Background: an optimization exercise with open tools, aiming at small area. Do not read the settings as production practice. RTL that was checked went through simulation tests only; none was proved equivalent to the original. The clock port is modelled as an ideal driver; clocking choices that lean on that would not hold on a real chip. Power figures rest on the tool's default switching activity, not on a simulated workload.

==> flow/design.v (excerpt) <==
module Top_Module(
    input clk,
    input rst,   
    input sw,    
    input btnC,  
    input btnU,  
    input btnR,  
    output [6:0] seg,
    output [3:0] an,
    output [7:0] led
    );
==> module Top_Module, before the edit <==
module Top_Module(
    input clk,
    input rst,   
    input sw,    
    input btnC,  
    input btnU,  
    input btnR,  
    output [6:0] seg,
    output [3:0] an,
    output [7:0] led
    );
    localparam [5:0]  Z_INV = 6'b000000;
    localparam [9:0]  Y_INV = 10'b0000000000;
    localparam [5:0]  B_INV = 6'b000000;          
    localparam [13:0] C_INV = 14'b00000000000000;
    localparam [19:0] T_INV = 20'b00000000000000000000;  
    localparam [3:0]  D_INV = 4'b0000;
    reg [5:0] z_r;
    reg [9:0] y_r;
    wire [5:0] z = z_r ^ Z_INV;
    wire [9:0] y = y_r ^ Y_INV;
    localparam [9:0] Y_RESET = 10'b0101100000;    
    wire y_last  = (y == 10'b0010110000);         
    wire y_first = (y == 10'b1011000000);         
    wire rise = y_last  & (z[1:0] == 2'b01);
    wire pulse = y_first & (z[1:0] == 2'b11);
    always @(posedge clk)
        if (rst) begin
            z_r <= 6'd56 ^ Z_INV;
            y_r <= Y_RESET ^ Y_INV;
        end else begin
            z_r <= (z + 1'b1) ^ Z_INV;
            y_r <= {y[8:0], ~(y[9] ^ y[6] ^ y_last)} ^ Y_INV;
        end
    reg [5:0] b_r;
    wire [5:0] b = b_r ^ B_INV;
    wire qc = b[5], dc = b[4], qu = b[3], du = b[2], qr = b[1], dr = b[0];
    always @(posedge clk)
        if (rst)
            b_r <= B_INV;
        else if (rise)
            b_r <= {btnC, btnC & ~qc, btnU, btnU & ~qu, btnR, btnR & ~qr} ^ B_INV;
    wire clr   = dc;
    wire minup = pulse & dr;
    wire hrup  = pulse & du;
    reg [13:0] c_r;
    wire [13:0] c = c_r ^ C_INV;
    localparam [13:0] C_RESET = 14'b00010101000000;   
    wire c_last = (c == 14'b00001010100000);          
    wire run  = sw & ~clr & ~minup & ~hrup;
    wire tick = run & c_last;
    always @(posedge clk)
        if (rst)
            c_r <= C_RESET ^ C_INV;
        else if (run)
            c_r <= {c[12:0], ~(c[13] ^ c[12] ^ c_last)} ^ C_INV;
    reg [19:0] t_r;
    wire [19:0] t = t_r ^ T_INV;
    wire [1:0] h2 = t[19:18];
    wire [3:0] h1 = t[17:14];
    wire [2:0] m2 = t[13:11];
    wire [3:0] m1 = t[10:7];
    wire [2:0] s2 = t[6:4];
    wire [3:0] s1 = t[3:0];
    wire s1_9 = s1[3] & s1[0];
    wire s59  = s1_9 & s2[2] & s2[0];
    wire m1_9 = m1[3] & m1[0];
    wire m59  = m1_9 & m2[2] & m2[0];
    wire h1_9 = h1[3] & h1[0];
    wire h23  = h2[1] & h1[1] & h1[0];
    wire minc = minup | (tick & s59);
    wire hinc = (hrup & ~minup) | (tick & s59 & m59);
    function [3:0] bcd10_t(input [3:0] q);
        bcd10_t = {q[0] & (q[3] | (q[2] & q[1])), q[0] & q[1], q[0] & ~q[3], 1'b1};
    endfunction
    function [2:0] bcd6_t(input [2:0] q);
        bcd6_t = {q[0] & (q[1] | q[2]), q[0] & ~q[2], 1'b1};
    endfunction
    wire e_s2 = tick & s1_9;
    wire e_m2 = minc & m1_9;
    wire [3:0] s1_n = s1 ^ ({4{tick}} & bcd10_t(s1));
    wire [2:0] s2_n = s2 ^ ({3{e_s2}} & bcd6_t(s2));
    wire [3:0] m1_n = m1 ^ ({4{minc}} & bcd10_t(m1));
    wire [2:0] m2_n = m2 ^ ({3{e_m2}} & bcd6_t(m2));
    wire [3:0] h1_t = bcd10_t(h1) & {1'b1, ~h2[1], 2'b11};
    wire [3:0] h1_n = h1 ^ ({4{hinc}} & h1_t);
    wire [1:0] h2_n = {(h2[1] & ~(hinc & h23)) | (hinc & h1_9 & h2[0]),
                       h2[0] ^ (hinc & h1_9)};
    always @(posedge clk)
        if (rst | clr)
            t_r <= T_INV;
        else
            t_r <= {h2_n, h1_n, m2_n, m1_n, s2_n, s1_n} ^ T_INV;
    assign led = {1'b0, s2, s1};
    reg [3:0] d_r;
    wire [3:0] d = d_r ^ D_INV;
    reg [3:0] d_n;
    always @(*)
        case (z[5:4])
        2'd3: d_n = {2'b00, h2};
        2'd0: d_n = h1;
        2'd1: d_n = {1'b0, m2};
        default: d_n = m1;
        endcase
    always @(posedge clk)
        if (rst)
            d_r <= 4'd14 ^ D_INV;
        else if (z[3:0] == 4'hf)
            d_r <= d_n ^ D_INV;
    wire blank = d[3] & d[2];
    assign an = blank ? 4'b0000 : ~(4'b1000 >> z[5:4]);
    Decoder_7_segment dec (.in(d), .seg(seg));
endmodule
Settings: LEC_CHECK=0, ABC_AREA=1, CAP_MARGIN=20, CORE_MARGIN=2, CORE_UTILIZATION=40, PLACE_DENSITY=0.6, SLEW_MARGIN=20; clock period 10.0 ns.
standard.sh (not shown) runs the stock make flow with config.mk's settings and CLKGATE_MAP_FILE= SYNTH_SCRIPT=/design/flow/synth_recipe.tcl, a recipe that flattens the netlist after the stock synthesis.
==> flow/flow/run.sh <==
#!/bin/bash
# Own layout flow: ORFS's standard flow (standard.sh), with
#  - synthesis keeping the smallest of several ABC area mappings (flow/synth.tcl),
#  - port buffers of the smallest buffer cell,
#  - a few clock buffers, each driving a cluster of registers, in place of
#    ORFS's CTS (flow/cts.tcl).
set -euo pipefail
W=$(pwd)
export MY_ABC_DIR=$W/flow
SYN="SYNTH_SCRIPT=$W/flow/synth.tcl"
PORTS="BUFFER_PORTS_ARGS=-buffer_cell sky130_fd_sc_hd__buf_1"
bash standard.sh "$SYN" synth > "$W/run_synth.log" 2>&1
bash standard.sh "$SYN" "$PORTS" place > "$W/run_place.log" 2>&1
export RES=$W/orfs/results/$FLOW_PLATFORM/Top_Module/base
export CLK_NET=clk CLK_BUF=${CLK_BUF:-sky130_fd_sc_hd__clkbuf_16} CLK_K=${CLK_K:-2}
openroad -no_init -exit "$W/flow/cts.tcl" > "$W/run_cts.log" 2>&1
bash standard.sh "$SYN" "$PORTS" finish > "$W/run_finish.log" 2>&1
Other scripts of this flow, unchanged in this note and not shown: flow/flow/abc07.script, flow/flow/abc09.script, flow/flow/abc1.script, flow/flow/abc10.script, flow/flow/abc11.script, flow/flow/abc12.script, flow/flow/abc13.script, flow/flow/abc14.script, flow/flow/abc15.script, flow/flow/abc16.script, flow/flow/abc2.script, flow/flow/abc3.script, flow/flow/abc4.script, flow/flow/abc5.script, flow/flow/abc6.script, flow/flow/cts.tcl, flow/flow/synth.tcl
The first run went through all stages and came out clean.
Rerun with:
--- a/flow/design.v
+++ b/flow/design.v
@@ -96,5 +96,5 @@
     wire [3:0] m1_n = m1 ^ ({4{minc}} & bcd10_t(m1));
     wire [2:0] m2_n = m2 ^ ({3{e_m2}} & bcd6_t(m2));
-    wire [3:0] h1_t = bcd10_t(h1) & {1'b1, ~h2[1], 2'b11};
+    wire [3:0] h1_t = bcd10_t(h1) & {2'b11, ~h2[1], 1'b1};
     wire [3:0] h1_n = h1 ^ ({4{hinc}} & h1_t);
     wire [1:0] h2_n = {(h2[1] & ~(hinc & h23)) | (hinc & h1_9 & h2[0]),
=>
- die area came out lower by a few percent
- non-clock buffer count went down by 1
- clock skew stays flat
- setup slack degrades by 1.1 ns
- design area drops by a few percent
- clock power is lower slightly
- total power goes down slightly
- wire length falls by a few percent
- synthesized area came out lower by a few percent
- via count shrinks by a few percent
- global-route usage goes down by 0.56 points
- final cell count decreases by a few percent
- first-iteration DRC count is lower by a little under a tenth
For the second run of this note, only the layout was checked, not whether the RTL still works.

## what the ideal ports hide
The results above use ideal ports. As a check the final layouts listed here were re-extracted and re-timed, cells and wires unchanged. Step 1 (the two cells are an assumption about what drives the block):
set clk [get_ports {clk}]
set_driving_cell -lib_cell sky130_fd_sc_hd__clkbuf_16 $clk
set_driving_cell -lib_cell sky130_fd_sc_hd__buf_2 [delete_from_list [all_inputs] $clk]
Step 2 adds t to the input delays and takes it off the output delays; t is the mean of the earliest and latest rising clock arrival at the registers after step 1. Input paths then give back, and output paths get back, about the clock's delay inside the block. a / b / c = ideal ports / drivers / drivers and shift; a / b = the first two.
| run | shift t [ns] | setup WS [ns] | latest minus earliest clock arrival (ns) |
|---|---|---|---|
| the first run | 0.211 | 6.101 / 6.126 / 5.915 | 0.007 / 0.006 |
| the second run | 0.210 | 4.998 / 5.018 / 4.808 | 0.007 / 0.007 |
After both steps setup and hold are still met in every run listed. The setup slack of the second run, which loses most, moves by +0.020 ns with the drivers and by -0.190 ns with both steps.
